Source: an optimization exercise on an open RTL-to-GDS flow (aim: small area). Production flows keep margins and buffers that such runs may drop.
The RTL was checked by simulation tests, not by an equivalence proof against the original design.
No driver is modelled on the clock port, so clocking that relies on it looks cheaper here than on a real chip.
Power and IR drop assume default switching activity.

Setup of branch juniper:
==> flow/design.v <==
module mkmif(
             input wire           clk,
             input wire           reset_n,
             output wire          spi_sclk,
             output wire          spi_cs_n,
             input wire           spi_do,
             output wire          spi_di,
             input wire           cs,
             input wire           we,
             input wire  [7 : 0]  address,
             input wire  [31 : 0] write_data,
             output wire [31 : 0] read_data
            );
  localparam ADDR_NAME0       = 8'h00;
  localparam ADDR_NAME1       = 8'h01;
  localparam ADDR_VERSION     = 8'h02;
  localparam ADDR_CTRL        = 8'h08;
  localparam ADDR_STATUS      = 8'h09;
  localparam ADDR_SCLK_DIV    = 8'h0a;
  localparam ADDR_EMEM_ADDR   = 8'h10;
  localparam ADDR_EMEM_DATA   = 8'h20;
  localparam DEFAULT_SCLK_DIV = 16'h0020;
  localparam CORE_NAME0   = 32'h6d6b6d69;  
  localparam CORE_NAME1   = 32'h66202020;  
  localparam CORE_VERSION = 32'h302e3130;  
  localparam CTRL_RDYA  = 3'h0;
  localparam CTRL_RDYB  = 3'h1;
  localparam CTRL_SET   = 3'h2;
  localparam CTRL_START = 3'h3;
  localparam CTRL_CSL   = 3'h4;
  localparam CTRL_CMPL  = 3'h5;
  localparam CTRL_WAIT  = 3'h6;
  localparam CTRL_DONE  = 3'h7;
  reg  [2 : 0]  ctrl_reg;
  reg  [2 : 0]  ctrl_new;
  reg  [2 : 0]  op_reg;          
  reg           valid_reg;
  reg           sclk_reg;
  reg  [15 : 0] sclk_div_reg;
  reg  [15 : 0] addr_reg;
  reg           addr_ok_reg;     
  reg  [31 : 0] wdata_reg;
  reg           wdata_ok_reg;    
  reg  [31 : 0] rdata_reg;
  reg           rdata_ok_reg;    
  reg  [47 : 0] shift_reg;
  reg  [15 : 0] div_reg;
  reg  [15 : 0] clk_ctr_reg;
  reg  [5 : 0]  bit_ctr_reg;
  reg           do_sample0_reg;
  reg           do_sample1_reg;
  wire bus_wr    = cs & we;
  wire bus_rd    = cs & ~we;
  wire is_init   = op_reg[2];
  wire is_write  = op_reg[1] & ~op_reg[2];
  wire pending   = |op_reg;
  wire st_ready  = (ctrl_reg == CTRL_RDYA) | (ctrl_reg == CTRL_RDYB);
  wire st_set    = ctrl_reg == CTRL_SET;
  wire st_start  = ctrl_reg == CTRL_START;
  wire st_wait   = ctrl_reg == CTRL_WAIT;
  wire st_cmpl   = ctrl_reg == CTRL_CMPL;
  wire accept    = st_ready & pending;
  wire load_op   = (st_ready & ~pending) | st_cmpl;
  wire tick      = clk_ctr_reg == div_reg;
  wire fall      = st_wait & tick & sclk_reg;
  wire shift     = fall & (is_init | (bit_ctr_reg[5 : 3] != 3'h0));
  wire sr_hold   = ~(st_set | shift);
  wire set_addr  = st_set & addr_ok_reg;
  wire set_data  = st_set & wdata_ok_reg & is_write;
  wire done      = is_init ? bit_ctr_reg[4] : (&bit_ctr_reg[5 : 3]);
  reg           di;
  assign spi_sclk = sclk_reg;
  assign spi_cs_n = ~(ctrl_reg[2] & ctrl_reg[1]);
  assign spi_di   = di;
  always @ (posedge clk or negedge reset_n)
    begin
      if (!reset_n)
        begin
          ctrl_reg     <= CTRL_RDYA;
          op_reg       <= 3'b100;
          valid_reg    <= 1'b0;
          sclk_reg     <= 1'b0;
          sclk_div_reg <= DEFAULT_SCLK_DIV;
          addr_ok_reg  <= 1'b0;
          wdata_ok_reg <= 1'b0;
          rdata_ok_reg <= 1'b0;
        end
      else
        begin
          ctrl_reg <= ctrl_new;
          if (load_op)
            op_reg <= (bus_wr && (address == ADDR_CTRL)) ? write_data[2 : 0] : 3'h0;
          if (accept & op_reg[0])
            valid_reg <= 1'b0;
          else if (st_cmpl)
            valid_reg <= 1'b1;
          if (st_start)
            sclk_reg <= 1'b0;
          else if (st_wait & tick)
            sclk_reg <= ~sclk_reg;
          if (bus_wr && (address == ADDR_SCLK_DIV))
            sclk_div_reg <= write_data[15 : 0];
          if (bus_wr && (address == ADDR_EMEM_ADDR))
            addr_ok_reg <= 1'b1;
          if (bus_wr && (address == ADDR_EMEM_DATA))
            wdata_ok_reg <= 1'b1;
          if (st_cmpl)
            rdata_ok_reg <= 1'b1;
        end
    end
  always @ (posedge clk)
    begin
      do_sample0_reg <= spi_do;
      do_sample1_reg <= do_sample0_reg;
      if (bus_wr && (address == ADDR_EMEM_ADDR))
        addr_reg <= write_data[15 : 0];
      if (bus_wr && (address == ADDR_EMEM_DATA))
        wdata_reg <= write_data;
      if (st_cmpl)
        rdata_reg <= shift_reg[31 : 0];
      if (st_set)
        begin
          div_reg       <= sclk_div_reg;
        end
      shift_reg <= {({16{set_addr}} & addr_reg), ({32{set_data}} & wdata_reg)} |
                   ({48{shift}}   & {shift_reg[46 : 0], do_sample1_reg}) |
                   ({48{sr_hold}} & shift_reg);
      if (!st_wait || tick)
        clk_ctr_reg <= 16'h0;
      else
        clk_ctr_reg <= clk_ctr_reg + 1'b1;
      if (!st_wait)
        bit_ctr_reg <= 6'h0;
      else if (fall)
        bit_ctr_reg <= bit_ctr_reg + 1'b1;
    end
  always @*
    begin : ctrl
      case (ctrl_reg)
        CTRL_RDYA, CTRL_RDYB: ctrl_new = pending ? CTRL_SET : CTRL_RDYB;
        CTRL_SET:             ctrl_new = CTRL_START;
        CTRL_START:           ctrl_new = CTRL_CSL;
        CTRL_CSL:             ctrl_new = CTRL_WAIT;
        CTRL_WAIT:            ctrl_new = done ? CTRL_DONE : CTRL_WAIT;
        CTRL_DONE:            ctrl_new = CTRL_CMPL;
        default:              ctrl_new = CTRL_RDYA;
      endcase
    end
  always @*
    begin : di_gen
      if (is_init)
        di = (bit_ctr_reg == 6'd7) | (bit_ctr_reg == 6'd9) | (bit_ctr_reg == 6'd15);
      else if (bit_ctr_reg[5 : 3] == 3'h0)
        di = (bit_ctr_reg[2 : 0] == 3'd6) | ((bit_ctr_reg[2 : 0] == 3'd7) & ~op_reg[1]);
      else
        di = shift_reg[47];
    end
  reg [31 : 0] tmp_read_data;
  always @*
    begin : api
      tmp_read_data = 32'h0;
      if (bus_rd)
        begin
          case (address)
            ADDR_NAME0:     tmp_read_data = CORE_NAME0;
            ADDR_NAME1:     tmp_read_data = CORE_NAME1;
            ADDR_VERSION:   tmp_read_data = CORE_VERSION;
            ADDR_STATUS:    tmp_read_data = {30'h0, valid_reg, (ctrl_reg == CTRL_RDYB)};
            ADDR_SCLK_DIV:  tmp_read_data = {16'h0, sclk_div_reg};
            ADDR_EMEM_ADDR: tmp_read_data = addr_ok_reg ? {16'h0, addr_reg} : 32'h0;
            ADDR_EMEM_DATA: tmp_read_data = rdata_ok_reg ? rdata_reg : 32'h0;
            default:        tmp_read_data = 32'h0;
          endcase
        end
    end
  assign read_data = tmp_read_data;
endmodule  
==> flow/config.mk <==
export PLATFORM = sky130hd
export DESIGN_NAME = mkmif
export DESIGN_NICKNAME = mkmif
export VERILOG_FILES = /design/flow/design.v
export SDC_FILE = /design/flow/constraint.sdc
export NUM_CORES = 4
export LEC_CHECK = 0
export CAP_MARGIN = 20
export CORE_MARGIN = 2
export CORE_UTILIZATION = 55
export CTS_BUF_LIST = sky130_fd_sc_hd__clkbuf_8
export SLEW_MARGIN = 20
==> flow/constraint.sdc <==
create_clock -name core_clock -period 6.0 [get_ports {clk}]
set_input_delay 1.2000 -clock core_clock [delete_from_list [all_inputs] [get_ports {clk}]]
set_output_delay 1.2000 -clock core_clock [all_outputs]
set_load 0.01 [all_outputs]
standard.sh (not shown) runs the stock make flow with config.mk's settings and CLKGATE_MAP_FILE= SYNTH_SCRIPT=/design/flow/synth_recipe.tcl, a recipe that flattens the netlist after the stock synthesis.
==> flow/flow/run.sh <==
#!/bin/bash
# The standard layout (standard.sh, standard synthesis unchanged) with:
# - the combinational logic remapped for area after floorplan (flow/post_floorplan.tcl),
# - port buffers made from the smallest buffer cell (buf_1),
# - clock tree synthesis without dummy load cells,
# - after CTS, cells downsized where slack, slew and capacitance margins allow (flow/area_recover.tcl).
# Each make step's full log stays under orfs/logs/; standard.sh's own output goes to standard.log.
set -euo pipefail
HERE=$(pwd)
export BUFFER_PORTS_ARGS="-buffer_cell sky130_fd_sc_hd__buf_1"
export CTS_ARGS="-sink_clustering_enable -repair_clock_nets -dont_use_dummy_load -buf_list sky130_fd_sc_hd__clkbuf_8"
# The library that restructure hands to ABC, without the platform's don't-use cells.
python3 flow/filter_lib.py "$FLOW_HOME/platforms/sky130hd/lib/sky130_fd_sc_hd__tt_025C_1v80.lib" "$HERE/abc_lib.lib" \
  'sky130_fd_sc_hd__probe*' 'sky130_fd_sc_hd__lpflow_*' > filter_lib.log 2>&1
export RS_LIB="$HERE/abc_lib.lib"
export POST_FLOORPLAN_TCL="$HERE/flow/post_floorplan.tcl"
export POST_CTS_TCL="$HERE/flow/post_cts.tcl"
bash standard.sh > standard.log 2>&1
rm -f abc_lib.lib
Other scripts of this flow, unchanged in this note and not shown: flow/flow/area_recover.tcl, flow/flow/filter_lib.py, flow/flow/post_cts.tcl, flow/flow/post_floorplan.tcl
Input-level comparison between branch willow and branch juniper:
--- a/flow/config.mk
+++ b/flow/config.mk
@@ -8,5 +8,5 @@
 export CAP_MARGIN = 20
 export CORE_MARGIN = 2
-export CORE_UTILIZATION = 55
+export CORE_UTILIZATION = 40
 export CTS_BUF_LIST = sky130_fd_sc_hd__clkbuf_8
 export SLEW_MARGIN = 20
[summary]
branch willow completed; timing, DRC and antenna clean
Looking at sequential fraction of total cell area, branch willow sits 0.74 points below branch juniper.
Compared with branch juniper, branch willow shows a higher total length of routed wires.
The total design power on branch juniper is in line with that on branch willow.
Count of cell instances traversed by the critical path down 2 in branch willow wrt branch juniper

* * *

mkmif, a different RTL version from the one above (not shown whole).
Size: roughly 200 flip-flops, about 80 I/O pins.
clock: 6.0 ns
lec_check: 0
cap_margin: 20
core_margin: 2
core_utilization: 40
cts_buf_list: sky130_fd_sc_hd__clkbuf_8
slew_margin: 20
==> flow/flow/run.sh <==
#!/bin/bash
# The standard layout (standard.sh, standard synthesis unchanged) with:
# - port buffers made from the smallest buffer cell (buf_1),
# - clock tree synthesis without dummy load cells,
# - after CTS, cells downsized where slack, slew and capacitance margins allow (flow/area_recover.tcl).
# Each make step's full log stays under orfs/logs/; standard.sh's own output goes to standard.log.
set -euo pipefail
HERE=$(pwd)
export BUFFER_PORTS_ARGS="-buffer_cell sky130_fd_sc_hd__buf_1"
export CTS_ARGS="-sink_clustering_enable -repair_clock_nets -dont_use_dummy_load -buf_list sky130_fd_sc_hd__clkbuf_8"
export POST_CTS_TCL="$HERE/flow/post_cts.tcl"
bash standard.sh > standard.log 2>&1
==> flow/flow/area_recover.tcl <==
# Area recovery: try each cell in a smaller drive strength of the same
# function (same name up to the drive suffix); keep the change only if
# setup and hold slack, max slew, max capacitance and the flip-flop clock-pin
# slews all stay within margins.
proc ar_clk_slew_max {} {
  set worst 0.0
  foreach p [get_pins -hierarchical */CLK] {
    set s [get_property $p slew_max]
    if {$s > $worst} { set worst $s }
  }
  return $worst
}

proc ar_ok { setup_min hold_min slew_min cap_min clk_slew_max is_clock } {
  if {[sta::max_slew_violation_count] > 0} { return 0 }
  if {[sta::max_capacitance_violation_count] > 0} { return 0 }
  if {[sta::max_slew_check_slack_limit] < $slew_min} { return 0 }
  if {[sta::max_capacitance_check_slack_limit] < $cap_min} { return 0 }
  if {[sta::worst_slack -max] < $setup_min} { return 0 }
  if {[sta::worst_slack -min] < $hold_min} { return 0 }
  if {$is_clock && [ar_clk_slew_max] > $clk_slew_max} { return 0 }
  return 1
}

# Is the instance part of the clock network (drives a clock net)?
proc ar_is_clock { iname } {
  set block [ord::get_db_block]
  set inst [$block findInst $iname]
  if {$inst == "NULL"} { return 0 }
  foreach it [$inst getITerms] {
    if {[$it isOutputSignal]} {
      set net [$it getNet]
      if {$net != "NULL" && [$net getSigType] == "CLOCK"} { return 1 }
    }
  }
  return 0
}

proc area_recover { {setup_min 0.5} {hold_min 0.1} {clk_slew_max 0.110} } {
  set libname [get_name [get_libs *]]
  # family -> list of {area cellname}
  array set fam {}
  foreach lc [get_lib_cells */*] {
    set n [get_name $lc]
    if {![regexp {^(sky130_fd_sc_hd__[a-z0-9]+)_([0-9]+)$} $n -> f d]} continue
    if {[get_property $lc dont_use]} continue
    lappend fam($f) [list [get_property $lc area] $n]
  }
  set insts {}
  foreach inst [get_cells *] {
    set m [get_property $inst ref_name]
    if {![regexp {^(sky130_fd_sc_hd__[a-z0-9]+)_([0-9]+)$} $m -> f d]} continue
    if {[string match *tap* $f] || [string match *fill* $f] || [string match *decap* $f]} continue
    if {![info exists fam($f)]} continue
    set a [get_property [get_lib_cells */$m] area]
    lappend insts [list $a [get_name $inst] $f $m]
  }
  # Margins: the given ones, or what the design already has where that is less.
  set setup_min [expr {min($setup_min, [sta::worst_slack -max])}]
  set hold_min [expr {min($hold_min, [sta::worst_slack -min])}]
  set slew_min [expr {min(0.2, [sta::max_slew_check_slack_limit])}]
  set cap_min [expr {min(0.2, [sta::max_capacitance_check_slack_limit])}]
  set clk_slew_max [expr {max($clk_slew_max, [ar_clk_slew_max])}]
  set saved 0.0
  set n 0
  foreach e [lsort -real -decreasing -index 0 $insts] {
    lassign $e a iname f m
    set is_clock [ar_is_clock $iname]
    foreach c [lsort -real -increasing -index 0 $fam($f)] {
      lassign $c ca cn
      if {$ca >= $a} break
      replace_cell $iname $cn
      if {[ar_ok $setup_min $hold_min $slew_min $cap_min $clk_slew_max $is_clock]} {
        set saved [expr {$saved + $a - $ca}]
        incr n
        break
      }
      replace_cell $iname $m
    }
  }
  puts "area_recover: $n cells downsized, [format %.1f $saved] um2 saved"
}
Other scripts of this flow, unchanged in this note and not shown: flow/flow/post_cts.tcl
The baseline went through all stages and came out clean.
Then changed:
--- a/flow/flow/run.sh
+++ b/flow/flow/run.sh
@@ -2,0 +3 @@
+# - the combinational logic remapped for area after floorplan (flow/post_floorplan.tcl),
@@ -10,0 +12,5 @@
+# The library that restructure hands to ABC, without the platform's don't-use cells.
+python3 flow/filter_lib.py "$FLOW_HOME/platforms/sky130hd/lib/sky130_fd_sc_hd__tt_025C_1v80.lib" "$HERE/abc_lib.lib" \
+  'sky130_fd_sc_hd__probe*' 'sky130_fd_sc_hd__lpflow_*' > filter_lib.log 2>&1
+export RS_LIB="$HERE/abc_lib.lib"
+export POST_FLOORPLAN_TCL="$HERE/flow/post_floorplan.tcl"
@@ -12,0 +19 @@
+rm -f abc_lib.lib
--- a/flow/flow/area_recover.tcl
+++ b/flow/flow/area_recover.tcl
@@ -38,0 +39,2 @@
+set ::ar_clock_cells 0
+
@@ -68,0 +71,2 @@
+    # Clock buffers are left alone: resizing one leaf changes the skew.
+    if {$is_clock && !$::ar_clock_cells} continue
==> flow/flow/filter_lib.py (new file) <==
#!/usr/bin/env python3
"""Copy a Liberty file without the cells whose names match the given glob
patterns, so that ABC (OpenROAD restructure) cannot map to them."""
import fnmatch
import re
import sys

src, dst, *patterns = sys.argv[1:]
text = open(src).read()
out = []
pos = 0
cell_re = re.compile(r'\n\s*cell\s*\(\s*"?([\w]+)"?\s*\)\s*\{')
dropped = 0
while True:
    m = cell_re.search(text, pos)
    if not m:
        out.append(text[pos:])
        break
    name = m.group(1)
    # find the matching closing brace of this cell group
    depth = 0
    i = m.end() - 1
    while True:
        c = text[i]
        if c == '{':
            depth += 1
        elif c == '}':
            depth -= 1
            if depth == 0:
                break
        i += 1
    end = i + 1
    if any(fnmatch.fnmatch(name, p) for p in patterns):
        out.append(text[pos:m.start()])
        dropped += 1
    else:
        out.append(text[pos:end])
    pos = end
open(dst, 'w').write(''.join(out))
print(f"filter_lib: dropped {dropped} cells")
==> flow/flow/post_floorplan.tcl (new file) <==
# Remap the combinational logic for area with ABC (OpenROAD restructure).
# Registers are not touched; the placement stage's repair_design and the
# CTS stage's repair_timing then fix slew, capacitance and timing.
set rs_dir [file join $::env(OBJECTS_DIR) rs_work]
file mkdir $rs_dir
set_dont_use $::env(DONT_USE_CELLS)
log_cmd restructure -target area \
  -liberty_file $::env(RS_LIB) \
  -tielo_port sky130_fd_sc_hd__conb_1/LO -tiehi_port sky130_fd_sc_hd__conb_1/HI \
  -work_dir $rs_dir -abc_logfile [file join $rs_dir abc.log]
report_design_area
--- a/flow/config.mk
+++ b/flow/config.mk
@@ -11,0 +12,2 @@
+export GPL_ROUTABILITY_DRIVEN = 0
+export GPL_TIMING_DRIVEN = 0
Clock power rose by a little under a tenth.
Design area fell by a few percent.
Global-route usage fell by 0.38 points.
Via count rose slightly.
Combinational power fell by well over a third.
Count of clock-buffer cells in the layout stays the same.
Die area is unchanged.
Synthesized cell count is unchanged.
Power fell by about a fifth.
Wire length fell slightly.
Then changed:
--- a/flow/config.mk
+++ b/flow/config.mk
@@ -12,2 +11,0 @@
-export GPL_ROUTABILITY_DRIVEN = 0
-export GPL_TIMING_DRIVEN = 0
What happened: Synthesized area stays the same. Total power barely changes. Global-route usage goes up by 0.29 points. Clock-buffer cell count does not change. Die area is unchanged. Worst setup slack is better by 340 ps. Synthesized cell count is unchanged. Cell area hardly moves. Via count goes down by 1.0%.

what the ideal ports hide:
Ports are ideal in the flow. The routed layouts listed here were re-timed in OpenROAD. Step 1, drivers: a clkbuf_16 drives clk and a buf_2 each remaining input, both assumed. Step 2 adds t to the input delays and takes it off the output delays; t is the mean of the earliest and latest rising clock arrival at the registers after step 1. Input paths then give back, and output paths get back, about the clock's delay inside the block. a / b / c = ideal ports / drivers / drivers and shift; a / b = the first two.
run	t (ns)	slack for setup (ns)	hold slack, ns	worst setup path after step 2	cell pins on the clock port's net
branch juniper	0.490	0.660 / 0.639 / 0.639	0.329 / 0.329 / 0.329	input to output	1
branch willow	0.485	0.766 / 0.741 / 0.741	0.338 / 0.338 / 0.338	input to output	1
the first run of note 2	0.607	1.034 / 1.011 / 1.011	0.339 / 0.339 / 0.339	input to output	1
the second run of note 2	0.485	0.547 / 0.526 / 0.526	0.338 / 0.338 / 0.338	input to output	1
the third run of note 2	0.479	0.891 / 0.868 / 0.868	0.318 / 0.318 / 0.318	input to output	1
After both steps every run listed still meets setup and hold. For branch willow, which loses most, drivers alone change the setup slack by -0.025 ns; drivers and shift together by -0.025 ns.
